Context: an optimization exercise on an open-source flow, tuned for small area, a short achievable clock period and few clock cycles per item. The choices shown serve that exercise and are no tape-out recipe.
At most, simulation tests tie the RTL to the original design; equivalence was not proved.
Power figures rest on the tool's default switching activity, not on a simulated workload.

v6:
==> module cache_controller, before the edit <==
module cache_controller(
    input  logic         clk,
    input  logic         rst_n,
    input  logic         read_req,      
    input  logic         write_req,     
    input  logic         cache_flush,   
    input  logic [31:0]  p_addr,        
    output logic [31:0]  m_addr,        
    input  logic [31:0]  p_w_data,      
    output logic [31:0]  p_r_data,      
    input  logic [127:0] m_r_data,      
    output logic [127:0] m_w_data,      
    input  logic         main_mem_ack,  
    output logic         mem_write,     
    output logic         mem_read,      
    output logic         stall,         
    output logic         p_ready        
);
    localparam PB = 2;      
    logic [127:0] line;     
    logic [27:0]  tag;      
    logic         valid;
    logic         dirty;
    logic         cont_r;   
    logic         match_r;  
    logic         rd_r;     
    logic         wr_r;     
    logic [3:0]   ws_r;     
    logic         rw, hit, miss, fill_done, wb_done;
    logic [3:0]   word;     
    logic [3:0]   wsel;     
    logic [3:0]   fsel;     
    logic [3:0]   hold;     
    logic [127:0] line_d;
    assign rw   = read_req | write_req;
    assign hit  = cont_r && match_r;
    assign miss = !(valid && (tag[PB-1:0] == p_addr[PB+3:4])) || (cont_r && !match_r);
    assign fill_done = rd_r && main_mem_ack;
    assign wb_done   = wr_r && main_mem_ack;
    assign mem_write = dirty && ((rw && miss) || cache_flush);
    assign mem_read  = rw && !dirty && miss;
    assign m_addr    = {(dirty ? tag : p_addr[31:4]), 4'b0000};
    assign m_w_data  = line;
    assign p_ready = (rw && hit) || fill_done || (cache_flush && (!dirty || wb_done));
    assign stall   = (read_req | write_req | cache_flush) & ~p_ready;
    always_comb begin
        p_r_data = 32'd0;
        for (int k = 0; k < 4; k++)
            p_r_data = p_r_data
                     | ({32{ws_r[k] &  rd_r}} & m_r_data[32*k +: 32])
                     | ({32{ws_r[k] & ~rd_r}} & line[32*k +: 32]);
    end
    always_comb begin
        for (int k = 0; k < 4; k++) begin
            word[k] = (p_addr[3:2] == 2'(k));
            wsel[k] = write_req && word[k] && (hit || fill_done);
            fsel[k] = fill_done && !wsel[k];
            hold[k] = !wsel[k] && !fill_done;
            line_d[32*k +: 32] = ({32{hold[k]}} & line[32*k +: 32])
                               | ({32{wsel[k]}} & p_w_data)
                               | ({32{fsel[k]}} & m_r_data[32*k +: 32]);
        end
    end
    always_ff @(posedge clk) begin
        line    <= line_d;
        match_r <= valid && (tag == p_addr[31:4]);
        ws_r    <= word;
        if (fill_done)
            tag <= p_addr[31:4];
    end
    always_ff @(posedge clk or negedge rst_n) begin
        if (!rst_n) begin
            valid  <= 1'b0;
            dirty  <= 1'b0;
            cont_r <= 1'b0;
            rd_r   <= 1'b0;
            wr_r   <= 1'b0;
        end else begin
            cont_r <= stall;
            rd_r   <= mem_read && !main_mem_ack;
            wr_r   <= mem_write && !main_mem_ack;
            if (fill_done)
                valid <= 1'b1;
            if (wb_done)
                dirty <= 1'b0;
            else if (write_req && (hit || fill_done))
                dirty <= 1'b1;
        end
    end
endmodule
export LEC_CHECK = 0
export CAP_MARGIN = 20
export CORE_MARGIN = 2
export CORE_UTILIZATION = 40
export SETUP_SLACK_MARGIN = 2.5
export SLEW_MARGIN = 20
create_clock -name core_clock -period 6.0 [get_ports {clk}]
standard.sh (not shown) runs the stock make flow with config.mk's settings and CLKGATE_MAP_FILE= SYNTH_SCRIPT=/design/flow/synth_recipe.tcl, a recipe that flattens the netlist after the stock synthesis.
==> flow/flow/run.sh <==
#!/bin/bash
# Standard layout, with plain buffers on the ports.
cp standard.sh standard_sh_copy.txt
export BUFFER_PORTS_ARGS="-buffer_cell sky130_fd_sc_hd__buf_2"
bash standard.sh > standard.log 2>&1
v6 has completed all stages; timing, DRC and antenna checks passed.
Here is what was changed in the inputs of v7 compared with v6.
==> flow/design.v <==
module cache_controller(
    input  logic         clk,
    input  logic         rst_n,
    input  logic         read_req,      
    input  logic         write_req,     
    input  logic         cache_flush,   
    input  logic [31:0]  p_addr,        
    output logic [31:0]  m_addr,        
    input  logic [31:0]  p_w_data,      
    output logic [31:0]  p_r_data,      
    input  logic [127:0] m_r_data,      
    output logic [127:0] m_w_data,      
    input  logic         main_mem_ack,  
    output logic         mem_write,     
    output logic         mem_read,      
    output logic         stall,         
    output logic         p_ready        
);
    localparam PB = 3;      
    logic [127:0] line;     
    logic [27:0]  tag;      
    logic         valid;
    logic         dirty;
    logic         cont_r;   
    logic         match_r;  
    logic         rd_r;     
    logic         wr_r;     
    logic [3:0]   selm_r;   
    logic [3:0]   sell_r;   
    logic         rw, hit, miss, fill_done, wb_done;
    logic [3:0]   word;     
    logic [3:0]   wsel;     
    logic [3:0]   fsel;     
    logic [3:0]   hold;     
    logic [127:0] line_d;
    assign rw   = read_req | write_req;
    assign hit  = cont_r && match_r;
    assign miss = !(valid && (tag[PB-1:0] == p_addr[PB+3:4])) || (cont_r && !match_r);
    assign fill_done = rd_r && main_mem_ack;
    assign wb_done   = wr_r && main_mem_ack;
    assign mem_write = dirty && ((rw && miss) || cache_flush);
    assign mem_read  = rw && !dirty && miss;
    assign m_addr    = {(dirty ? tag : p_addr[31:4]), 4'b0000};
    assign m_w_data  = line;
    assign p_ready = (rw && hit) || fill_done || (cache_flush && (!dirty || wb_done));
    assign stall   = (read_req | write_req | cache_flush) & ~p_ready;
    always_comb begin
        p_r_data = 32'd0;
        for (int k = 0; k < 4; k++)
            p_r_data = p_r_data
                     | ({32{selm_r[k]}} & m_r_data[32*k +: 32])
                     | ({32{sell_r[k]}} & line[32*k +: 32]);
    end
    always_comb begin
        for (int k = 0; k < 4; k++) begin
            word[k] = (p_addr[3:2] == 2'(k));
            wsel[k] = write_req && word[k] && (hit || fill_done);
            fsel[k] = fill_done && !wsel[k];
            hold[k] = !wsel[k] && !fill_done;
            line_d[32*k +: 32] = ({32{hold[k]}} & line[32*k +: 32])
                               | ({32{wsel[k]}} & p_w_data)
                               | ({32{fsel[k]}} & m_r_data[32*k +: 32]);
        end
    end
    always_ff @(posedge clk) begin
        line    <= line_d;
        match_r <= valid && (tag == p_addr[31:4]);
        selm_r  <= word & {4{mem_read && !main_mem_ack}};
        sell_r  <= word & {4{!(mem_read && !main_mem_ack)}};
        if (fill_done)
            tag <= p_addr[31:4];
    end
    always_ff @(posedge clk or negedge rst_n) begin
        if (!rst_n) begin
            valid  <= 1'b0;
            dirty  <= 1'b0;
            cont_r <= 1'b0;
            rd_r   <= 1'b0;
            wr_r   <= 1'b0;
        end else begin
            cont_r <= stall;
            rd_r   <= mem_read && !main_mem_ack;
            wr_r   <= mem_write && !main_mem_ack;
            if (fill_done)
                valid <= 1'b1;
            if (wb_done)
                dirty <= 1'b0;
            else if (write_req && (hit || fill_done))
                dirty <= 1'b1;
        end
    end
endmodule
## What came out
- Re final standard cell utilization of the core: v7 is 0.90 points down on v6.
- Sort v6 and v7 by number of register bits inferred by synthesis asc -> top: v6
- v7 gives more initial antenna violation count than v6 did.
- Maximum number of pins on one net before global-route repair, v6 and v7, lower one = v7.
- Power: v6 vs v7, no meaningful difference
- | total iterations of the first detailed-routing run | higher: v6 |
- Cell count of the worst reg-to-reg path was lower in v7 than in v6.
- Final setup slack of the worst path, v6 and v7, lower one = v6.
- Fraction of registers with async set/reset delta (v7 -> v6): insignificant
- Between v6 and v7, the clock distribution area overhead in the final layout is higher for v7.
- A type of the worst setup path of reg -> out is what v6 shows, while in -> out belongs to v7.
Testbench counts of v7, summed over its fixed seeds: cycles 67,648, items 12,008.
The RTL of v6 was laid out without a check of its function.

static timing again, ports no longer ideal:
How much do the figures lean on ideal ports? The routed layouts below were timed once more, with nothing changed but the port constraints. Step 1, drivers: a clkbuf_16 drives clk and a buf_2 each remaining input, both assumed. Step 2 times the ports against the registers' clock, not the clock port: input delays grow and output delays shrink by t, the midpoint of the rising clock arrivals with the driver on. a / b / c = no drivers / after step 1 / after step 2; a / b = the first two.
run	t, ns	setup WS [ns]	cell pins on the clock port's net
v6	0.475	2.575 / 2.526 / 2.547	1
v7	0.468	2.612 / 2.594 / 2.594	1
After both steps every run listed still meets setup and hold. For v6, which loses most, drivers alone change the setup slack by -0.049 ns; drivers and shift together by -0.028 ns.
